Background: an optimization exercise with open tools, aiming at small area. Do not read the settings as production practice.
Function was checked by simulation only, so behaviour that the tests miss may differ from the original.
Power is estimated from default activity; no workload was simulated.

==> flow/design.v <==
module Hq2x #(parameter LENGTH = 16, parameter HALF_DEPTH = 1, parameter DWIDTH = HALF_DEPTH ? 11 : 23)
(
	input             clk,
	input             ce_in,
	input  [DWIDTH:0] inputpixel,
	input             mono,
	input             disable_hq2x,
	input             reset_frame,
	input             reset_line,
	input             ce_out,
	input       [1:0] read_y,
	input             hblank,
	output [DWIDTH:0] outpixel
);
localparam AWIDTH = $clog2(LENGTH)-1;
localparam DWIDTH1 = DWIDTH+1;
function [5:0] hq_table;
	input [7:0] idx;
begin
	case (idx)
		8'd0: hq_table = 6'd19;
		8'd1: hq_table = 6'd19;
		8'd2: hq_table = 6'd26;
		8'd3: hq_table = 6'd11;
		8'd4: hq_table = 6'd19;
		8'd5: hq_table = 6'd19;
		8'd6: hq_table = 6'd26;
		8'd7: hq_table = 6'd11;
		8'd8: hq_table = 6'd23;
		8'd9: hq_table = 6'd15;
		8'd10: hq_table = 6'd47;
		8'd11: hq_table = 6'd35;
		8'd12: hq_table = 6'd23;
		8'd13: hq_table = 6'd15;
		8'd14: hq_table = 6'd55;
		8'd15: hq_table = 6'd39;
		8'd16: hq_table = 6'd19;
		8'd17: hq_table = 6'd19;
		8'd18: hq_table = 6'd26;
		8'd19: hq_table = 6'd58;
		8'd20: hq_table = 6'd19;
		8'd21: hq_table = 6'd19;
		8'd22: hq_table = 6'd26;
		8'd23: hq_table = 6'd58;
		8'd24: hq_table = 6'd23;
		8'd25: hq_table = 6'd15;
		8'd26: hq_table = 6'd35;
		8'd27: hq_table = 6'd35;
		8'd28: hq_table = 6'd23;
		8'd29: hq_table = 6'd15;
		8'd30: hq_table = 6'd7;
		8'd31: hq_table = 6'd35;
		8'd32: hq_table = 6'd19;
		8'd33: hq_table = 6'd19;
		8'd34: hq_table = 6'd26;
		8'd35: hq_table = 6'd11;
		8'd36: hq_table = 6'd19;
		8'd37: hq_table = 6'd19;
		8'd38: hq_table = 6'd26;
		8'd39: hq_table = 6'd11;
		8'd40: hq_table = 6'd23;
		8'd41: hq_table = 6'd15;
		8'd42: hq_table = 6'd55;
		8'd43: hq_table = 6'd39;
		8'd44: hq_table = 6'd23;
		8'd45: hq_table = 6'd15;
		8'd46: hq_table = 6'd51;
		8'd47: hq_table = 6'd43;
		8'd48: hq_table = 6'd19;
		8'd49: hq_table = 6'd19;
		8'd50: hq_table = 6'd26;
		8'd51: hq_table = 6'd58;
		8'd52: hq_table = 6'd19;
		8'd53: hq_table = 6'd19;
		8'd54: hq_table = 6'd26;
		8'd55: hq_table = 6'd58;
		8'd56: hq_table = 6'd23;
		8'd57: hq_table = 6'd15;
		8'd58: hq_table = 6'd51;
		8'd59: hq_table = 6'd35;
		8'd60: hq_table = 6'd23;
		8'd61: hq_table = 6'd15;
		8'd62: hq_table = 6'd7;
		8'd63: hq_table = 6'd43;
		8'd64: hq_table = 6'd19;
		8'd65: hq_table = 6'd19;
		8'd66: hq_table = 6'd26;
		8'd67: hq_table = 6'd11;
		8'd68: hq_table = 6'd19;
		8'd69: hq_table = 6'd19;
		8'd70: hq_table = 6'd26;
		8'd71: hq_table = 6'd11;
		8'd72: hq_table = 6'd23;
		8'd73: hq_table = 6'd61;
		8'd74: hq_table = 6'd35;
		8'd75: hq_table = 6'd35;
		8'd76: hq_table = 6'd23;
		8'd77: hq_table = 6'd61;
		8'd78: hq_table = 6'd51;
		8'd79: hq_table = 6'd35;
		8'd80: hq_table = 6'd19;
		8'd81: hq_table = 6'd19;
		8'd82: hq_table = 6'd26;
		8'd83: hq_table = 6'd11;
		8'd84: hq_table = 6'd19;
		8'd85: hq_table = 6'd19;
		8'd86: hq_table = 6'd26;
		8'd87: hq_table = 6'd11;
		8'd88: hq_table = 6'd23;
		8'd89: hq_table = 6'd15;
		8'd90: hq_table = 6'd51;
		8'd91: hq_table = 6'd35;
		8'd92: hq_table = 6'd23;
		8'd93: hq_table = 6'd15;
		8'd94: hq_table = 6'd51;
		8'd95: hq_table = 6'd35;
		8'd96: hq_table = 6'd19;
		8'd97: hq_table = 6'd19;
		8'd98: hq_table = 6'd26;
		8'd99: hq_table = 6'd11;
		8'd100: hq_table = 6'd19;
		8'd101: hq_table = 6'd19;
		8'd102: hq_table = 6'd26;
		8'd103: hq_table = 6'd11;
		8'd104: hq_table = 6'd23;
		8'd105: hq_table = 6'd61;
		8'd106: hq_table = 6'd7;
		8'd107: hq_table = 6'd35;
		8'd108: hq_table = 6'd23;
		8'd109: hq_table = 6'd61;
		8'd110: hq_table = 6'd7;
		8'd111: hq_table = 6'd43;
		8'd112: hq_table = 6'd19;
		8'd113: hq_table = 6'd19;
		8'd114: hq_table = 6'd26;
		8'd115: hq_table = 6'd11;
		8'd116: hq_table = 6'd19;
		8'd117: hq_table = 6'd19;
		8'd118: hq_table = 6'd26;
		8'd119: hq_table = 6'd58;
		8'd120: hq_table = 6'd23;
		8'd121: hq_table = 6'd15;
		8'd122: hq_table = 6'd51;
		8'd123: hq_table = 6'd35;
		8'd124: hq_table = 6'd23;
		8'd125: hq_table = 6'd61;
		8'd126: hq_table = 6'd7;
		8'd127: hq_table = 6'd43;
		8'd128: hq_table = 6'd19;
		8'd129: hq_table = 6'd19;
		8'd130: hq_table = 6'd26;
		8'd131: hq_table = 6'd11;
		8'd132: hq_table = 6'd19;
		8'd133: hq_table = 6'd19;
		8'd134: hq_table = 6'd26;
		8'd135: hq_table = 6'd11;
		8'd136: hq_table = 6'd23;
		8'd137: hq_table = 6'd15;
		8'd138: hq_table = 6'd47;
		8'd139: hq_table = 6'd35;
		8'd140: hq_table = 6'd23;
		8'd141: hq_table = 6'd15;
		8'd142: hq_table = 6'd55;
		8'd143: hq_table = 6'd39;
		8'd144: hq_table = 6'd19;
		8'd145: hq_table = 6'd19;
		8'd146: hq_table = 6'd26;
		8'd147: hq_table = 6'd11;
		8'd148: hq_table = 6'd19;
		8'd149: hq_table = 6'd19;
		8'd150: hq_table = 6'd26;
		8'd151: hq_table = 6'd11;
		8'd152: hq_table = 6'd23;
		8'd153: hq_table = 6'd15;
		8'd154: hq_table = 6'd51;
		8'd155: hq_table = 6'd35;
		8'd156: hq_table = 6'd23;
		8'd157: hq_table = 6'd15;
		8'd158: hq_table = 6'd51;
		8'd159: hq_table = 6'd35;
		8'd160: hq_table = 6'd19;
		8'd161: hq_table = 6'd19;
		8'd162: hq_table = 6'd26;
		8'd163: hq_table = 6'd11;
		8'd164: hq_table = 6'd19;
		8'd165: hq_table = 6'd19;
		8'd166: hq_table = 6'd26;
		8'd167: hq_table = 6'd11;
		8'd168: hq_table = 6'd23;
		8'd169: hq_table = 6'd15;
		8'd170: hq_table = 6'd55;
		8'd171: hq_table = 6'd39;
		8'd172: hq_table = 6'd23;
		8'd173: hq_table = 6'd15;
		8'd174: hq_table = 6'd51;
		8'd175: hq_table = 6'd43;
		8'd176: hq_table = 6'd19;
		8'd177: hq_table = 6'd19;
		8'd178: hq_table = 6'd26;
		8'd179: hq_table = 6'd11;
		8'd180: hq_table = 6'd19;
		8'd181: hq_table = 6'd19;
		8'd182: hq_table = 6'd26;
		8'd183: hq_table = 6'd11;
		8'd184: hq_table = 6'd23;
		8'd185: hq_table = 6'd15;
		8'd186: hq_table = 6'd51;
		8'd187: hq_table = 6'd39;
		8'd188: hq_table = 6'd23;
		8'd189: hq_table = 6'd15;
		8'd190: hq_table = 6'd7;
		8'd191: hq_table = 6'd43;
		8'd192: hq_table = 6'd19;
		8'd193: hq_table = 6'd19;
		8'd194: hq_table = 6'd26;
		8'd195: hq_table = 6'd11;
		8'd196: hq_table = 6'd19;
		8'd197: hq_table = 6'd19;
		8'd198: hq_table = 6'd26;
		8'd199: hq_table = 6'd11;
		8'd200: hq_table = 6'd23;
		8'd201: hq_table = 6'd15;
		8'd202: hq_table = 6'd51;
		8'd203: hq_table = 6'd35;
		8'd204: hq_table = 6'd23;
		8'd205: hq_table = 6'd15;
		8'd206: hq_table = 6'd51;
		8'd207: hq_table = 6'd39;
		8'd208: hq_table = 6'd19;
		8'd209: hq_table = 6'd19;
		8'd210: hq_table = 6'd26;
		8'd211: hq_table = 6'd11;
		8'd212: hq_table = 6'd19;
		8'd213: hq_table = 6'd19;
		8'd214: hq_table = 6'd26;
		8'd215: hq_table = 6'd11;
		8'd216: hq_table = 6'd23;
		8'd217: hq_table = 6'd15;
		8'd218: hq_table = 6'd51;
		8'd219: hq_table = 6'd35;
		8'd220: hq_table = 6'd23;
		8'd221: hq_table = 6'd15;
		8'd222: hq_table = 6'd7;
		8'd223: hq_table = 6'd35;
		8'd224: hq_table = 6'd19;
		8'd225: hq_table = 6'd19;
		8'd226: hq_table = 6'd26;
		8'd227: hq_table = 6'd11;
		8'd228: hq_table = 6'd19;
		8'd229: hq_table = 6'd19;
		8'd230: hq_table = 6'd26;
		8'd231: hq_table = 6'd11;
		8'd232: hq_table = 6'd23;
		8'd233: hq_table = 6'd15;
		8'd234: hq_table = 6'd51;
		8'd235: hq_table = 6'd35;
		8'd236: hq_table = 6'd23;
		8'd237: hq_table = 6'd15;
		8'd238: hq_table = 6'd7;
		8'd239: hq_table = 6'd43;
		8'd240: hq_table = 6'd19;
		8'd241: hq_table = 6'd19;
		8'd242: hq_table = 6'd26;
		8'd243: hq_table = 6'd11;
		8'd244: hq_table = 6'd19;
		8'd245: hq_table = 6'd19;
		8'd246: hq_table = 6'd26;
		8'd247: hq_table = 6'd11;
		8'd248: hq_table = 6'd23;
		8'd249: hq_table = 6'd15;
		8'd250: hq_table = 6'd7;
		8'd251: hq_table = 6'd35;
		8'd252: hq_table = 6'd23;
		8'd253: hq_table = 6'd15;
		8'd254: hq_table = 6'd7;
		8'd255: hq_table = 6'd43;
		default: hq_table = 6'd0;
	endcase
end
endfunction
wire [5:0] hqrule = hq_table(nextpatt);
reg [23:0] Prev0, Prev1, Prev2, Curr0, Curr1, Curr2, Next0, Next1, Next2;
reg [23:0] A, B, D, F, G, H;
reg  [7:0] pattern, nextpatt;
reg  [1:0] cyc;
reg  curbuf;
reg  prevbuf;
wire iobuf = !curbuf;
wire diff0, diff1;
DiffCheck diffcheck0(Curr1, (cyc == 0) ? Prev0 : (cyc == 1) ? Curr0 : (cyc == 2) ? Prev2 : Next1, diff0);
DiffCheck diffcheck1(Curr1, (cyc == 0) ? Prev1 : (cyc == 1) ? Next0 : (cyc == 2) ? Curr2 : Next2, diff1);
wire [7:0] new_pattern = {diff1, diff0, pattern[7:2]};
wire [23:0] X = (cyc == 0) ? A : (cyc == 1) ? Prev1 : (cyc == 2) ? Next1 : G;
wire [23:0] blend_result_pre;
Blend blender(clk, ce_in, disable_hq2x ? 6'd0 : hqrule, Curr0, X, B, D, F, H, blend_result_pre);
wire [DWIDTH:0] Curr20tmp;
wire     [23:0] Curr20 = HALF_DEPTH ? h2rgb(Curr20tmp) : Curr20tmp;
wire [DWIDTH:0] Curr21tmp;
wire     [23:0] Curr21 = HALF_DEPTH ? h2rgb(Curr21tmp) : Curr21tmp;
reg  [AWIDTH:0] wrin_addr2;
reg  [DWIDTH:0] wrpix;
reg             wrin_en;
function [23:0] h2rgb;
	input [11:0] v;
begin
	h2rgb = mono ? {v[7:0], v[7:0], v[7:0]} : {v[11:8],v[11:8],v[7:4],v[7:4],v[3:0],v[3:0]};
end
endfunction
function [11:0] rgb2h;
	input [23:0] v;
begin
	rgb2h = mono ? {4'b0000, v[23:20], v[19:16]} : {v[23:20], v[15:12], v[7:4]};
end
endfunction
hq2x_in #(.LENGTH(LENGTH), .DWIDTH(DWIDTH)) hq2x_in
(
	.clk(clk),
	.rdaddr(offs),
	.rdbuf0(prevbuf),
	.rdbuf1(curbuf),
	.q0(Curr20tmp),
	.q1(Curr21tmp),
	.wraddr(wrin_addr2),
	.wrbuf(iobuf),
	.data(wrpix),
	.wren(wrin_en)
);
reg     [AWIDTH+1:0] read_x;
reg     [AWIDTH+1:0] wrout_addr; 
reg                  wrout_en;
reg  [DWIDTH1*4-1:0] wrdata, wrdata_pre;
wire [DWIDTH1*4-1:0] outpixel_x4;
reg  [DWIDTH1*2-1:0] outpixel_x2;
assign outpixel = read_x[0] ? outpixel_x2[DWIDTH1*2-1:DWIDTH1] : outpixel_x2[DWIDTH:0];
hq2x_buf #(.NUMWORDS(LENGTH*2), .AWIDTH(AWIDTH+1), .DWIDTH(DWIDTH1*4-1)) hq2x_out
(
	.clock(clk),
	.rdaddress({read_x[AWIDTH+1:1],read_y[1]}),
	.q(outpixel_x4),
	.data(wrdata),
	.wraddress(wrout_addr),
	.wren(wrout_en)
);
always @(posedge clk) begin
	if(ce_out) begin
		if(read_x[0]) outpixel_x2 <= read_y[0] ? outpixel_x4[DWIDTH1*4-1:DWIDTH1*2] : outpixel_x4[DWIDTH1*2-1:0];
		if(~hblank & ~&read_x) read_x <= read_x + 1'd1;
		if(hblank) read_x <= 0;
	end
end
wire [DWIDTH:0] blend_result = HALF_DEPTH ? rgb2h(blend_result_pre) : blend_result_pre[DWIDTH:0];
reg [AWIDTH:0] offs;
reg old_reset_line;
reg old_reset_frame;
reg [3:0] wrdata_finished;
reg [AWIDTH+1:0] waddr;
always @(posedge clk) begin
	wrout_en <= 0;
	wrin_en  <= 0;
	if(ce_in) begin
		case(cyc)
			0: wrdata[DWIDTH:0]                   <= blend_result;
			1: wrdata[DWIDTH1+DWIDTH:DWIDTH1]     <= blend_result;
			2: wrdata[DWIDTH1*3+DWIDTH:DWIDTH1*3] <= blend_result;
			3: wrdata[DWIDTH1*2+DWIDTH:DWIDTH1*2] <= blend_result;
		endcase
		wrdata_finished <= wrdata_finished << 1;
		if(wrdata_finished[3]) begin
			wrout_en <= 1;
			wrout_addr <= waddr;
		end
		if(~&offs) begin
			if (cyc == 1) begin
				Prev2 <= Curr20;
				Curr2 <= Curr21;
				Next2 <= HALF_DEPTH ? h2rgb(inputpixel) : inputpixel;
				wrpix <= inputpixel;
				wrin_addr2 <= offs;
				wrin_en <= 1;
			end
			if(cyc==3) begin
				offs <= offs + 1'd1;
				waddr <= {offs, curbuf};
				wrdata_finished[0] <= 1;
			end
		end
		pattern <= new_pattern;
		if(cyc==3) begin
			nextpatt <= {new_pattern[7:6], new_pattern[3], new_pattern[5], new_pattern[2], new_pattern[4], new_pattern[1:0]};
			{A, G} <= {Prev0, Next0};
			{B, F, H, D} <= {Prev1, Curr2, Next1, Curr0};
			{Prev0, Prev1} <= {Prev1, Prev2};
			{Curr0, Curr1} <= {Curr1, Curr2};
			{Next0, Next1} <= {Next1, Next2};
		end else begin
			nextpatt <= {nextpatt[5], nextpatt[3], nextpatt[0], nextpatt[6], nextpatt[1], nextpatt[7], nextpatt[4], nextpatt[2]};
			{B, F, H, D} <= {F, H, D, B};
		end
		cyc <= cyc + 1'b1;
		if(old_reset_line && ~reset_line) begin
			old_reset_frame <= reset_frame;
			offs <= 0;
			cyc <= 0;
			curbuf <= ~curbuf;
			prevbuf <= curbuf;
			{Prev0, Prev1, Prev2, Curr0, Curr1, Curr2, Next0, Next1, Next2} <= '0;
			if(old_reset_frame & ~reset_frame) begin
				curbuf <= 0;
				prevbuf <= 0;
			end
		end
		old_reset_line  <= reset_line;
	end
end
endmodule
module hq2x_in #(parameter LENGTH = 16, parameter DWIDTH = 11, parameter AWIDTH = $clog2(LENGTH)-1)
(
	input            clk,
	input [AWIDTH:0] rdaddr,
	input            rdbuf0, rdbuf1,
	output[DWIDTH:0] q0,q1,
	input [AWIDTH:0] wraddr,
	input            wrbuf,
	input [DWIDTH:0] data,
	input            wren
);
wire  [DWIDTH:0] out0, out1;
assign q0 = rdbuf0 ? out1 : out0;
assign q1 = rdbuf1 ? out1 : out0;
hq2x_buf #(.NUMWORDS(LENGTH), .AWIDTH(AWIDTH), .DWIDTH(DWIDTH)) buf0(clk,data,rdaddr,wraddr,wren && (wrbuf == 0),out0);
hq2x_buf #(.NUMWORDS(LENGTH), .AWIDTH(AWIDTH), .DWIDTH(DWIDTH)) buf1(clk,data,rdaddr,wraddr,wren && (wrbuf == 1),out1);
endmodule
module hq2x_buf #(parameter NUMWORDS = 16, parameter AWIDTH = 3, parameter DWIDTH = 11)
(
	input                 clock,
	input      [DWIDTH:0] data,
	input      [AWIDTH:0] rdaddress,
	input      [AWIDTH:0] wraddress,
	input                 wren,
	output reg [DWIDTH:0] q
);
reg [DWIDTH:0] ram[0:NUMWORDS-1];
always_ff@(posedge clock) begin
	if(wren) ram[wraddress] <= data;
	q <= ram[rdaddress];
end
endmodule
module DiffCheck
(
	input [23:0] rgb1,
	input [23:0] rgb2,
	output       result
);
	wire [7:0] r = rgb1[7:1]   - rgb2[7:1];
	wire [7:0] g = rgb1[15:9]  - rgb2[15:9];
	wire [7:0] b = rgb1[23:17] - rgb2[23:17];
	wire [8:0] t = $signed(r) + $signed(b);
	wire [9:0] y = $signed(t) + $signed({g[7], g});
	wire [8:0] u = $signed(r) - $signed(b);
	wire [9:0] v = $signed({g, 1'b0}) - $signed(t);
	wire y_inside = (y < 10'h60 || y >= 10'h3a0);
	wire u_inside = (!u[8:4] || &u[8:4]);  
	wire v_inside = (v < 10'h18 || v >= 10'h3e8);
	assign result = !(y_inside && u_inside && v_inside);
endmodule
module Blend
(
	input         clk,
	input         clk_en,
	input   [5:0] rule,
	input  [23:0] E,
	input  [23:0] A,
	input  [23:0] B,
	input  [23:0] D,
	input  [23:0] F,
	input  [23:0] H,
	output reg [23:0] Result
);
	localparam BLEND1 = 7'b110_10_00;  
	localparam BLEND2 = 7'b100_10_10;  
	localparam BLEND3 = 7'b101_10_01;  
	localparam BLEND4 = 7'b110_01_01;  
	localparam BLEND5 = 7'b010_11_11;  
	localparam BLEND6 = 7'b111_00_00;  
	reg [23:0] a,b,d,e,h,f;
	reg  [3:0] bl_rule;
	reg  [1:0] df_rule;
	always @(posedge clk) if (clk_en) begin
		{bl_rule,df_rule} <= rule;
		a <= A; b <= B; d <= D; e <= E; f <= F; h <= H;
	end
	wire is_diff;
	DiffCheck diff_checker(df_rule[1] ? b : h, df_rule[0] ? d : f, is_diff);
	reg [23:0] i10,i20,i30;
	reg  [6:0] op0;
	always @(posedge clk) if (clk_en) begin
		i10 <= e;
		case({!is_diff, bl_rule})
		1,11,12,13,17: {op0, i20, i30} <= {BLEND1, a, 24'd0};
		      2,14,18: {op0, i20, i30} <= {BLEND1, d, 24'd0};
		      3,15,19: {op0, i20, i30} <= {BLEND1, b, 24'd0};
			4,20,24,27: {op0, i20, i30} <= {BLEND2, d, b};
			      5,21: {op0, i20, i30} <= {BLEND2, a, b};
			      6,22: {op0, i20, i30} <= {BLEND2, a, d};
		        25,29: {op0, i20, i30} <= {BLEND5, d, b};
			        26: {op0, i20, i30} <= {BLEND6, d, b};
			        28: {op0, i20, i30} <= {BLEND4, d, b};
			        30: {op0, i20, i30} <= {BLEND3, b, d};
			        31: {op0, i20, i30} <= {BLEND3, d, b};
		      default: {op0, i20, i30} <= {BLEND1, e, 24'd0}; 
		endcase
	end
	reg [23:0] i1,i2,i3;
	reg  [6:0] op;
	always @(posedge clk) if (clk_en) begin
		op <= op0; i1 <= i10; i2 <= i20; i3 <= i30;
	end
	function  [34:0] mul24x3;
		input  [23:0] op1;
		input   [2:0] op2;
	begin
		mul24x3 = 0;
		if(op2[0]) mul24x3 = mul24x3 + {op1[23:16], 4'b0000, op1[15:8], 4'b0000, op1[7:0]};
		if(op2[1]) mul24x3 = mul24x3 + {op1[23:16], 4'b0000, op1[15:8], 4'b0000, op1[7:0], 1'b0};
		if(op2[2]) mul24x3 = mul24x3 + {op1[23:16], 4'b0000, op1[15:8], 4'b0000, op1[7:0], 2'b00};
	end
	endfunction
	wire [35:0] res = {mul24x3(i1, op[6:4]), 1'b0} + mul24x3(i2, {op[3:2], !op[3:2]}) + mul24x3(i3, {op[1:0], !op[3:2]});
	always @(posedge clk) if (clk_en) Result <= {res[35:28],res[23:16],res[11:4]};
endmodule
==> flow/config.mk <==
export PLATFORM = sky130hd
export DESIGN_NAME = Hq2x
export DESIGN_NICKNAME = Hq2x
export VERILOG_FILES = /design/flow/design.v
export SDC_FILE = /design/flow/constraint.sdc
export NUM_CORES = 4
export LEC_CHECK = 0
export CAP_MARGIN = 20
export CORE_MARGIN = 2
export CORE_UTILIZATION = 45
export PLACE_DENSITY = 0.6
export SLEW_MARGIN = 20
==> flow/run.sh <==
#!/bin/bash
# synth_recipe.tcl (not shown) runs the flow's synth.tcl, then flattens the netlist and writes it again
# the make line also repeats each setting of config.mk as NAME=value (left out here)
make -C /OpenROAD-flow-scripts/flow DESIGN_CONFIG=/design/flow/config.mk WORK_HOME=/design/flow/orfs CLKGATE_MAP_FILE= SYNTH_SCRIPT=/design/flow/synth_recipe.tcl finish
==> flow/constraint.sdc <==
create_clock -name core_clock -period 8.0 [get_ports {clk}]
set_input_delay 1.6000 -clock core_clock [delete_from_list [all_inputs] [get_ports {clk}]]
set_output_delay 1.6000 -clock core_clock [all_outputs]
set_load 0.01 [all_outputs]
==> run notes <==
When the netlist entered floorplanning its net count stood at 7380. The final critical-path required period is 7.04 ns. In this run the tool buffered the top-level ports with 33 buffer cells.

The routed wire length is 295000 um. The number of register bits inferred by synthesis works out to 2803. The run gives 0 ns as the accumulated negative setup slack.

The clock transition time at the flip-flop clock pins of the worst setup and hold paths came out at 0.06 ns. For this run, asynchronously set or reset flops after synthesis account for 0%. The worst path meets setup with 0.958 ns of slack. The tools report the placer congestion estimate as 0.829. TritonCTS built the clock tree.

The number of vias per cell after detailed routing works out to 5.81. The main flop type after synthesis was sky130_fd_sc_hd__edfxtp_1. Between clock sinks in the finished design, the worst skew comes to 0.0769 ns.

The floorplan has 191 rows. Global routing consumed, over all layers together, 21.2% of the routing resources. The max-slew violation count is 0. The die is 524 um wide. The total placed instance area is 127000 um2, and the hold-critical path depth is 0.

For this design, the sink count on the clock tree is 2803. The clock passes through at most 4 buffers. The startpoint of the worst hold path was blender.i30[14]. The worst setup path is launched from a flop. By startpoint and endpoint, the worst setup path is classified as reg -> reg. STA classifies the critical path endpoint as a flop. The flow ran to the end and the layout has no timing, DRC or antenna violations. The count of H-tree levels built during CTS is 5, and the largest driver fanout on the critical path is 24. The y dimension of the die was 524 um; the count of mapped cells out of synthesis was 6951.

The count of flip-flops with a built-in enable after synthesis is 2729, and the initial standard-cell utilization of the core is 45.1%. Headroom to the max-slew limit came out at 24.2%. Data on the critical path arrives at its endpoint at 7.72 ns.

The run gives 7539 as the number of nets in the finished design. Pin placement for this block handled 34 I/O pins. The number of global-route vias before repair came out at 63300. The multi-input combinational cell area is 36600 um2, and the proportion of synthesized chip area in sequential cells is 68.4%. The CTS root buffer is sky130_fd_sc_hd__clkbuf_16. The mean instance size in the synthesized netlist is 17.5 um2. Derived from the worst setup path, the maximum achievable clock frequency is 142 MHz.

Dividing the detail-routed wire length by the instance count gives 27.0 um. The worst register-to-register path begins at blender.df_rule[0]. During synthesis, Yosys emitted a total of 4 warnings. In the final layout, the share of cells above drive strength 1 is 20.5%. The floorplan step defined a die boundary enclosing 275000 um2. The most critical setup path has its startpoint at blender.df_rule[0].

For this block, the initial DRC count from the detailed router was 6694. The worst-case vdd ir drop is 0.000285 V, and the post-synthesis instance area is 122000 um2. For the pin with the worst max-slew slack, the measured transition is 1.14 ns. The logs give 0 for the number of failing hold endpoints at the final stage and 137000 um2 for the final design instance area without fill. The worst register-to-register path has a depth of 21. Summed over all cells, the static leakage comes to 46.6 nW. The global-route wire length before repair was 433000 um. Commonest non-fill, non-tap cell in the layout: sky130_fd_sc_hd__edfxtp_1. The number of hold buffers added after CTS was 0. The number of optimization iterations in the first detailed-route pass is 5.

For this design the ratio of total power to cell area is 285 nW/um2. The post-placement worst setup slack is 0.922 ns. The total congestion overflow after global routing is 0, and the initial antenna violation count is 8. The count of nets left with antenna violations once routing finished came out at 0. The tool flagged a number of max-cap violations equal to 0.

The run gives 83400 um2 as the area of all sequential standard cells. The count of cell types in the netlist was 78. For the setup violation total in the final timing report, the log shows 0.

In this run the worst hold path is classified as reg -> reg. Leaving out fill and tap cells, the most frequent cells in the layout are sky130_fd_sc_hd__edfxtp_1, sky130_fd_sc_hd__mux4_2, sky130_fd_sc_hd__ha_1. The logs give 63400 for the routed via count and 298 for the number of buffers inserted during clock tree synthesis. After filler insertion, the fill cell instance count of the layout stands at 21700. The clock reaches the later pin of the worst-skew pair after 0.91 ns. Summed over all nets, the half-perimeter wirelength after detailed placement is 176000 um. The run gives 8.68 ns as the data required time at the worst endpoint. After detailed routing, the number of remaining DRC violations is 0. The synthesis-to-layout area growth is 12.1%, and the maximum number of pins on one net before global-route repair is 156.

The region available for standard cell placement spans 270000 um2. Setup repair after global routing left no endpoint under its margin. Dividing the final minimum period by the clock period gives 88.0%.

The quantity of gates resized following cts was 0. Post-CTS timing repair inserted 0 buffers for setup.
-- synthesized netlist by cell type, types with 6 or more instances --
cell type / instances / share of area (%)
sky130_fd_sc_hd__a21oi_1: 316 / 1.3
sky130_fd_sc_hd__nand2_1: 168 / 0.52
sky130_fd_sc_hd__mux2_2: 270 / 2.5
sky130_fd_sc_hd__dfxtp_1: 74 / 1.2
sky130_fd_sc_hd__clkbuf_1: 261 / 0.80
sky130_fd_sc_hd__or3_1: 11 / 0.056
sky130_fd_sc_hd__o21bai_1: 73 / 0.45
sky130_fd_sc_hd__nand4_1: 8 / 0.041
sky130_fd_sc_hd__a21o_1: 92 / 0.57
sky130_fd_sc_hd__o31ai_1: 16 / 0.099
sky130_fd_sc_hd__o21a_1: 17 / 0.10
sky130_fd_sc_hd__a22oi_1: 27 / 0.17
sky130_fd_sc_hd__nand3_1: 23 / 0.094
sky130_fd_sc_hd__nor3_1: 37 / 0.15
sky130_fd_sc_hd__nor2_1: 315 / 0.97
sky130_fd_sc_hd__or2_2: 6 / 0.031
sky130_fd_sc_hd__edfxtp_1: 2729 / 67
sky130_fd_sc_hd__nand3b_1: 8 / 0.049
sky130_fd_sc_hd__o211ai_1: 6 / 0.037
sky130_fd_sc_hd__a211oi_1: 13 / 0.080
sky130_fd_sc_hd__o21ai_0: 227 / 0.93
sky130_fd_sc_hd__mux4_2: 600 / 11
sky130_fd_sc_hd__buf_1: 54 / 0.17
sky130_fd_sc_hd__and2_1: 237 / 1.2
sky130_fd_sc_hd__a41oi_1: 25 / 0.18
sky130_fd_sc_hd__ha_1: 343 / 3.5
sky130_fd_sc_hd__a311oi_1: 6 / 0.043
sky130_fd_sc_hd__a31oi_1: 10 / 0.051
sky130_fd_sc_hd__inv_1: 276 / 0.85
sky130_fd_sc_hd__xnor2_1: 136 / 0.98
sky130_fd_sc_hd__nand2b_1: 49 / 0.25
sky130_fd_sc_hd__mux2i_1: 146 / 1.2
sky130_fd_sc_hd__o2111ai_1: 26 / 0.19
sky130_fd_sc_hd__o211a_1: 10 / 0.082
sky130_fd_sc_hd__buf_2: 7 / 0.029
sky130_fd_sc_hd__fa_1: 64 / 1.1
sky130_fd_sc_hd__a21boi_0: 6 / 0.037
sky130_fd_sc_hd__xor2_1: 67 / 0.48
sky130_fd_sc_hd__nor2b_1: 58 / 0.30
sky130_fd_sc_hd__a22o_1: 29 / 0.21
sky130_fd_sc_hd__and3_1: 28 / 0.14
-- stage by stage --
step | cells | util, % | total power, mW | hold slack (ns)
2_1_floorplan | 6951 | - | 23.7 | 0.400
3_3_place_gp | 10400 | 47.0 | 25.7 | 0.401
6_report | 10900 | 50.6 | 39.0 | 0.403
5_1_grt | 10900 | 50.6 | 40.8 | 0.409
3_5_place_dp | 10400 | 47.0 | 26.0 | 0.405
4_1_cts | 10900 | 50.5 | 39.2 | 0.395
-- flip-flops by register name, indices dropped and copies added, names as in the netlist, 48 cells and up --
register	cells
hq2x_in.buf0.ram	192
hq2x_in.buf1.ram	192
hq2x_out.q	48
hq2x_out.ram	1536
wrdata	48
-- layer usage --
metal	part of all wire, %	global-route usage (%)	up-vias
met1	45	32.2	33100
met2	46	32.9	2095
li1	-	-	27800
met4	2.0	4.41	0
met5	0	0	-
met3	6.2	2.75	389
-- cell families (layout without fill, tap and decap cells) --
| kind of cell | Yosys count | after routing | synth area share [%] |
|---|---|---|---|
| muxes | 1016 | 1016 | 14.8 |
| and+or+nand+nor | 972 | 972 | 3.98 |
| buffers and inverters | 600 | 995 | 1.86 |
| AOI/OAI and AO/OA | 950 | 950 | 4.90 |
| xor gates and xnor gates | 203 | 203 | 1.46 |
| DFF | 2803 | 2803 | 68.4 |
| adders and majority gates | 407 | 407 | 4.57 |
| other | 0 | 2 | 0 |
-- area by class of cell --
| class | instances | share of cell area [%] |
|---|---|---|
| flip-flops and latches | 2803 | 61.0 |
| multi-input cells | 3548 | 26.7 |
| clock buffers | 382 | 5.80 |
| well taps | 3570 | 3.27 |
| repair buffers | 183 | 1.31 |
| clock inverters | 154 | 1.06 |
| inverters | 276 | 0.758 |
| diodes | 2 | 0.00366 |
-- power breakdown --
part / total, mW / internal (mW) / switching (mW)
Clock: 13.3 / 7.55 / 5.73
Sequential: 17.4 / 16.9 / 0.535
Combinational: 8.31 / 3.50 / 4.80
Total: 39.0 / 27.9 / 11.1
-- final timing paths --
check                                       end  slack [ns]
worst max-delay path            blender.i20[19]        0.96
worst min-delay path             blender.i3[14]        0.40
worst max register to register  blender.i20[19]        0.96
worst min register to register   blender.i3[14]        0.40
-- worst max-delay path: stages, from the launching register on --
cell and delay (ns):
sky130_fd_sc_hd__edfxtp_1 0.72, sky130_fd_sc_hd__buf_4 0.35, sky130_fd_sc_hd__mux2i_1 0.35, sky130_fd_sc_hd__fa_1 0.54, sky130_fd_sc_hd__ha_1 0.33, sky130_fd_sc_hd__a21o_1 0.16, sky130_fd_sc_hd__a21oi_1 0.23, sky130_fd_sc_hd__o21bai_1 0.10
sky130_fd_sc_hd__a21oi_1 0.25, sky130_fd_sc_hd__o21bai_1 0.09, sky130_fd_sc_hd__a21oi_1 0.18, sky130_fd_sc_hd__xor2_1 0.29, sky130_fd_sc_hd__inv_1 0.08, sky130_fd_sc_hd__ha_1 0.43, sky130_fd_sc_hd__a2111oi_0 0.14, sky130_fd_sc_hd__a21oi_1 0.21
sky130_fd_sc_hd__o21ai_0 0.15, sky130_fd_sc_hd__or4b_4 0.55, sky130_fd_sc_hd__a221oi_4 0.42, sky130_fd_sc_hd__and3_1 0.86, sky130_fd_sc_hd__o21ai_0 0.24, sky130_fd_sc_hd__o2111ai_1 0.16

## static timing again, ports no longer ideal
No port has a modelled driver above. Below, the same layout with a new extraction and two added sets of constraints. Step 1, drivers: a clkbuf_16 drives clk and a buf_2 each remaining input, both assumed. Step 2, shift: input delay + t, output delay - t, t = (earliest + latest rising clock arrival at the registers) / 2. This alone moves slack from input paths to output paths. a / b / c = ideal ports / drivers / drivers and shift; a / b = the first two.
shift t [ns]: 0.964
setup slack, ns: 0.958 / 0.958 / 0.958
hold WS [ns]: 0.403 / 0.403 / 0.403
worst slew at a driven data input, ns: 0.10
pins driven straight from the clock port: 1
After both steps this run still meets setup and hold. For this run, drivers alone change the setup slack by 0.000 ns; drivers and shift together by 0.000 ns.
